What follows belongs to an exercise in optimizing a design on an open flow for small area and a short achievable clock period; a production flow would make more cautious choices. Function was checked by simulation only, so behaviour that the tests miss may differ from the original.

==> inputs of pepper <==
==> flow/design.v <==
`timescale 1ns / 1ps
module ARM(
    input             clk,
    input             rst,
    output [63:0]     imem_addr,
    input  [31:0]     imem_data,
    input             imem_ready,
    output [63:0]     dmem_addr,
    output [63:0]     dmem_wdata,
    output            dmem_we,
    output            dmem_re,
    input  [63:0]     dmem_rdata,
    output            wb_we,
    output [4:0]      wb_reg,
    output [63:0]     wb_data
);
wire hit = imem_ready;
reg  [63:0] m_res, m_wd;
reg  [4:0]  m_rd;
reg         m_re, m_we, m_rw, m_taken;
reg         w_we;
reg  [4:0]  w_rd;
reg  [63:0] w_data;
reg  [63:2] pc;
wire [63:2] pc_inc = pc + 62'd1;
assign imem_addr = {pc, 2'b00};
wire [10:0] f_op  = imem_data[31:21];
wire        f_ld  = f_op == 11'b11111000010;
wire        f_st  = f_op == 11'b11111000000;
wire        f_cbz = f_op[10:3] == 8'b10110100;
wire        f_add = f_op == 11'b10001011000;
wire        f_sub = f_op == 11'b11001011000;
wire        f_orr = f_op == 11'b10101010000;
wire [4:0]  f_r2  = imem_data[28] ? imem_data[4:0] : imem_data[20:16];
reg  [63:2] d_pc4;
reg  [13:0] d_hi;                        
reg  [4:0]  d_rn, d_r2, d_rd;
reg         d_ld, d_st, d_cbz, d_add, d_sub, d_orr;   
reg         d_byp_a, d_byp_b;
always @(posedge clk) begin
    if (rst) begin
        d_rn <= 5'd0; d_r2 <= 5'd0; d_rd <= 5'd0;
        d_byp_a <= 1'b0; d_byp_b <= 1'b0;
        d_ld <= 1'b0; d_st <= 1'b0; d_cbz <= 1'b0;
        d_add <= 1'b0; d_sub <= 1'b0; d_orr <= 1'b0;
    end else if (hit) begin
        d_rn <= imem_data[9:5]; d_r2 <= f_r2; d_rd <= imem_data[4:0];
        d_byp_a <= m_rw && (m_rd == imem_data[9:5]) && (imem_data[9:5] != 5'd31) && !f_cbz;
        d_byp_b <= m_rw && (m_rd == f_r2) && (f_r2 != 5'd31);
        d_ld <= f_ld; d_st <= f_st; d_cbz <= f_cbz;
        d_add <= f_add; d_sub <= f_sub; d_orr <= f_orr;
    end
end
always @(posedge clk) begin
    if (hit) begin
        d_pc4 <= pc_inc;
        d_hi  <= imem_data[23:10];
    end
end
reg  [30:0] valid;
wire [30:0] wsel;
wire [63:0] rfq [0:30];
genvar gi;
generate
    for (gi = 0; gi < 31; gi = gi + 1) begin : R
        reg [63:0] q;
        assign wsel[gi] = w_we && (w_rd == gi);
        always @(posedge clk)
            if (wsel[gi]) q <= w_data;
        assign rfq[gi] = q;
    end
endgenerate
always @(posedge clk) begin
    if (rst) valid <= 31'd0;
    else     valid <= valid | wsel;
end
wire [30:0] keep = valid & ~wsel;
wire        byp_a = d_byp_a;
wire        byp_b = d_byp_b;
reg [63:0] rd_a, rd_b;
integer i;
always @(*) begin
    rd_a = ({64{d_cbz}} & {d_pc4, 2'b00}) | ({64{byp_a}} & w_data);
    rd_b = {64{byp_b}} & w_data;
    for (i = 0; i < 31; i = i + 1) begin
        rd_a = rd_a | ({64{keep[i] && !d_cbz && d_rn == i}} & rfq[i]);
        rd_b = rd_b | ({64{keep[i] && d_r2 == i}} & rfq[i]);
    end
end
reg  [63:0] e_a, e_b;
reg  [18:0] e_imm;                       
reg  [4:0]  e_rd;
reg         e_re, e_we, e_rw, e_cbz;
reg         e_mem, e_sub, e_and, e_orr;
always @(posedge clk) begin
    if (rst) begin
        e_re <= 1'b0; e_we <= 1'b0; e_rw <= 1'b0; e_cbz <= 1'b0;
    end else if (hit) begin
        e_re  <= d_ld;
        e_we  <= d_st;
        e_rw  <= !(d_st || d_cbz);
        e_cbz <= d_cbz;
    end
end
always @(posedge clk) begin
    if (hit) begin
        e_a   <= rd_a;
        e_b   <= rd_b ^ {64{d_sub}};    
        e_imm <= {d_hi, d_rn};
        e_rd  <= d_rd;
        e_mem <= d_ld || d_st;
        e_sub <= d_sub;
        e_orr <= d_orr;
        e_and <= !(d_ld || d_st || d_cbz || d_add || d_sub || d_orr);
    end
end
wire [63:0] x_off = e_cbz ? {{43{e_imm[18]}}, e_imm, 2'b00}
                          : {{55{e_imm[15]}}, e_imm[15:7]};
wire [63:0] x_y   = (e_mem || e_cbz) ? x_off : e_b;
wire [64:0] x_sum = {e_a, e_sub} + {x_y, e_sub};
wire [63:0] x_res = e_and ? (e_a & e_b) :
                    e_orr ? (e_a | e_b) : x_sum[64:1];
wire        x_taken = e_cbz && (e_b == 64'd0);
always @(posedge clk) begin
    if (rst) begin
        m_re <= 1'b0; m_we <= 1'b0; m_rw <= 1'b0; m_taken <= 1'b0;
    end else if (hit) begin
        m_re <= e_re; m_we <= e_we; m_rw <= e_rw; m_taken <= x_taken;
    end
end
always @(posedge clk) begin
    if (hit) begin
        m_res <= x_res;
        m_wd  <= e_b;
        m_rd  <= e_rd;
    end
end
assign dmem_addr  = m_res;
assign dmem_wdata = m_wd;
assign dmem_we    = m_we;
assign dmem_re    = m_re;
always @(posedge clk) begin
    if (rst)      pc <= 62'd0;
    else if (hit) pc <= m_taken ? m_res[63:2] : pc_inc;
end
always @(posedge clk) begin
    if (rst)      w_we <= 1'b0;
    else if (hit) w_we <= m_rw;
end
always @(posedge clk) begin
    if (hit) begin
        w_rd   <= m_rd;
        w_data <= m_re ? dmem_rdata : m_res;
    end
end
assign wb_we   = w_we;
assign wb_reg  = w_rd;
assign wb_data = w_data;
endmodule
==> flow/run.sh <==
#!/bin/bash
# synth_recipe.tcl (not shown) runs the flow's synth.tcl, then flattens the netlist and writes it again
# the make line also repeats each setting of config.mk as NAME=value (left out here)
make -C /OpenROAD-flow-scripts/flow DESIGN_CONFIG=/design/flow/config.mk WORK_HOME=/design/flow/orfs CLKGATE_MAP_FILE= SYNTH_SCRIPT=/design/flow/synth_recipe.tcl finish
==> flow/config.mk <==
export PLATFORM = sky130hd
export DESIGN_NAME = ARM
export DESIGN_NICKNAME = ARM
export VERILOG_FILES = /design/flow/design.v
export SDC_FILE = /design/flow/constraint.sdc
export NUM_CORES = 4
export LEC_CHECK = 0
export CAP_MARGIN = 20
export CORE_MARGIN = 2
export CORE_UTILIZATION = 40
export CTS_CLUSTER_DIAMETER = 90
export CTS_CLUSTER_SIZE = 25
export SETUP_SLACK_MARGIN = 2.5
export SLEW_MARGIN = 20
==> flow/constraint.sdc <==
create_clock -name core_clock -period 6.0 [get_ports {clk}]
set_input_delay 1.2000 -clock core_clock [delete_from_list [all_inputs] [get_ports {clk}]]
set_output_delay 1.2000 -clock core_clock [all_outputs]
set_load 0.01 [all_outputs]
==> harbor: changes against pepper <==
--- a/flow/design.v
+++ b/flow/design.v
@@ -32,31 +32,6 @@
 wire        f_sub = f_op == 11'b11001011000;
 wire        f_orr = f_op == 11'b10101010000;
 wire [4:0]  f_r2  = imem_data[28] ? imem_data[4:0] : imem_data[20:16];
-reg  [63:2] d_pc4;
-reg  [13:0] d_hi;                        
-reg  [4:0]  d_rn, d_r2, d_rd;
-reg         d_ld, d_st, d_cbz, d_add, d_sub, d_orr;   
-reg         d_byp_a, d_byp_b;
-always @(posedge clk) begin
-    if (rst) begin
-        d_rn <= 5'd0; d_r2 <= 5'd0; d_rd <= 5'd0;
-        d_byp_a <= 1'b0; d_byp_b <= 1'b0;
-        d_ld <= 1'b0; d_st <= 1'b0; d_cbz <= 1'b0;
-        d_add <= 1'b0; d_sub <= 1'b0; d_orr <= 1'b0;
-    end else if (hit) begin
-        d_rn <= imem_data[9:5]; d_r2 <= f_r2; d_rd <= imem_data[4:0];
-        d_byp_a <= m_rw && (m_rd == imem_data[9:5]) && (imem_data[9:5] != 5'd31) && !f_cbz;
-        d_byp_b <= m_rw && (m_rd == f_r2) && (f_r2 != 5'd31);
-        d_ld <= f_ld; d_st <= f_st; d_cbz <= f_cbz;
-        d_add <= f_add; d_sub <= f_sub; d_orr <= f_orr;
-    end
-end
-always @(posedge clk) begin
-    if (hit) begin
-        d_pc4 <= pc_inc;
-        d_hi  <= imem_data[23:10];
-    end
-end
 reg  [30:0] valid;
 wire [30:0] wsel;
 wire [63:0] rfq [0:30];
@@ -74,7 +49,45 @@
     if (rst) valid <= 31'd0;
     else     valid <= valid | wsel;
 end
-wire [30:0] keep = valid & ~wsel;
+wire [30:0] f_keep;
+wire [30:0] f_sa, f_sb;
+genvar fi;
+generate
+    for (fi = 0; fi < 31; fi = fi + 1) begin : S
+        assign f_keep[fi] = (valid[fi] || wsel[fi]) && !(m_rw && m_rd == fi);
+        assign f_sa[fi]   = f_keep[fi] && !f_cbz && imem_data[9:5] == fi;
+        assign f_sb[fi]   = f_keep[fi] && f_r2 == fi;
+    end
+endgenerate
+reg  [63:2] d_pc4;
+reg  [13:0] d_hi;                        
+reg  [4:0]  d_rn, d_rd;
+reg  [30:0] d_sa, d_sb;
+reg         d_ld, d_st, d_cbz, d_add, d_sub, d_orr;   
+reg         d_byp_a, d_byp_b;
+always @(posedge clk) begin
+    if (rst) begin
+        d_rn <= 5'd0; d_rd <= 5'd0;
+        d_sa <= 31'd0; d_sb <= 31'd0;
+        d_byp_a <= 1'b0; d_byp_b <= 1'b0;
+        d_ld <= 1'b0; d_st <= 1'b0; d_cbz <= 1'b0;
+        d_add <= 1'b0; d_sub <= 1'b0; d_orr <= 1'b0;
+    end else if (hit) begin
+        d_rn <= imem_data[9:5]; d_rd <= imem_data[4:0];
+        d_sa <= f_sa;
+        d_sb <= f_sb;
+        d_byp_a <= m_rw && (m_rd == imem_data[9:5]) && (imem_data[9:5] != 5'd31) && !f_cbz;
+        d_byp_b <= m_rw && (m_rd == f_r2) && (f_r2 != 5'd31);
+        d_ld <= f_ld; d_st <= f_st; d_cbz <= f_cbz;
+        d_add <= f_add; d_sub <= f_sub; d_orr <= f_orr;
+    end
+end
+always @(posedge clk) begin
+    if (hit) begin
+        d_pc4 <= pc_inc;
+        d_hi  <= imem_data[23:10];
+    end
+end
 wire        byp_a = d_byp_a;
 wire        byp_b = d_byp_b;
 reg [63:0] rd_a, rd_b;
@@ -83,15 +96,17 @@
     rd_a = ({64{d_cbz}} & {d_pc4, 2'b00}) | ({64{byp_a}} & w_data);
     rd_b = {64{byp_b}} & w_data;
     for (i = 0; i < 31; i = i + 1) begin
-        rd_a = rd_a | ({64{keep[i] && !d_cbz && d_rn == i}} & rfq[i]);
-        rd_b = rd_b | ({64{keep[i] && d_r2 == i}} & rfq[i]);
+        rd_a = rd_a | ({64{d_sa[i]}} & rfq[i]);
+        rd_b = rd_b | ({64{d_sb[i]}} & rfq[i]);
     end
 end
-reg  [63:0] e_a, e_b;
-reg  [18:0] e_imm;                       
+wire        d_off_use = d_ld || d_st || d_cbz;
+wire [63:0] d_off     = d_cbz ? {{43{d_hi[13]}}, d_hi, d_rn, 2'b00}
+                              : {{55{d_hi[10]}}, d_hi[10:2]};
+reg  [63:0] e_a, e_b, e_y;
 reg  [4:0]  e_rd;
 reg         e_re, e_we, e_rw, e_cbz;
-reg         e_mem, e_sub, e_and, e_orr;
+reg         e_sub, e_and, e_orr;
 always @(posedge clk) begin
     if (rst) begin
         e_re <= 1'b0; e_we <= 1'b0; e_rw <= 1'b0; e_cbz <= 1'b0;
@@ -104,22 +119,18 @@
 end
 always @(posedge clk) begin
     if (hit) begin
-        e_a   <= rd_a;
-        e_b   <= rd_b ^ {64{d_sub}};    
-        e_imm <= {d_hi, d_rn};
+        e_a   <= rd_a ^ {64{d_sub}};    
+        e_b   <= rd_b;
+        e_y   <= d_off_use ? d_off : rd_b;
         e_rd  <= d_rd;
-        e_mem <= d_ld || d_st;
         e_sub <= d_sub;
         e_orr <= d_orr;
         e_and <= !(d_ld || d_st || d_cbz || d_add || d_sub || d_orr);
     end
 end
-wire [63:0] x_off = e_cbz ? {{43{e_imm[18]}}, e_imm, 2'b00}
-                          : {{55{e_imm[15]}}, e_imm[15:7]};
-wire [63:0] x_y   = (e_mem || e_cbz) ? x_off : e_b;
-wire [64:0] x_sum = {e_a, e_sub} + {x_y, e_sub};
+wire [63:0] x_sum = e_a + e_y;
 wire [63:0] x_res = e_and ? (e_a & e_b) :
-                    e_orr ? (e_a | e_b) : x_sum[64:1];
+                    e_orr ? (e_a | e_b) : (x_sum ^ {64{e_sub}});
 wire        x_taken = e_cbz && (e_b == 64'd0);
 always @(posedge clk) begin
     if (rst) begin
- CTS_CLUSTER_DIAMETER: 90 -> 80
- CTS_CLUSTER_SIZE: 25 -> 20
==> comparison table <==
Slew HR: harbor 4.654%; pepper 10.72%
Post-Syn Instances: harbor 7842; pepper 7608
Post-route setup slack: harbor 2.426 ns; pepper 1.809 ns
Routability congestion estimate from global placement: harbor 0.9616; pepper 0.9672
Clock buffer count: harbor 201; pepper 153
Post-CTS Repair Setup Buffers: harbor 23; pepper 134
Clock Latency Late Sink: harbor 0.90 ns; pepper 0.89 ns
Largest fanout on the critical path: harbor 35; pepper 6
FILL cells: harbor 24.48k; pepper 23.35k
Critical path arrival: harbor 4.12 ns; pepper 4.81 ns
Critical register-to-register path endpoint: harbor e_a[34]; pepper m_res[63]
Post-Route Utilization: harbor 45.64%; pepper 46.97%
Via density per instance: harbor 7.780; pepper 7.858
Cell row count: harbor 194; pepper 191
Slew of the pin with the lowest slew margin: harbor 1.430 ns; pepper 1.339 ns
Outcome: harbor complete, no violations; pepper complete, no violations

[afterwards: timing with drivers on the ports]
No port has a modelled driver above. Below, the same layouts with a new extraction and two added sets of constraints.
Step 1: set_driving_cell puts a clkbuf_16 on clk and a buf_2 on each other input, an assumption about the parent block.
Step 2 times the ports against the registers' clock, not the clock port: input delays grow and output delays shrink by t, the midpoint of the rising clock arrivals with the driver on.
Slacks: ideal ports / drivers / drivers and shift; pairs: ideal ports / drivers.
run	t (ns)	setup WS [ns]	worst hold slack (ns)
pepper	0.960	1.809 / 1.809 / 1.809	0.426 / 0.426 / 0.426
harbor	0.971	2.426 / 2.399 / 1.814	0.420 / 0.420 / 0.420
After both steps every run listed still meets setup and hold. For harbor, which loses most, drivers alone change the setup slack by -0.027 ns; drivers and shift together by -0.612 ns.
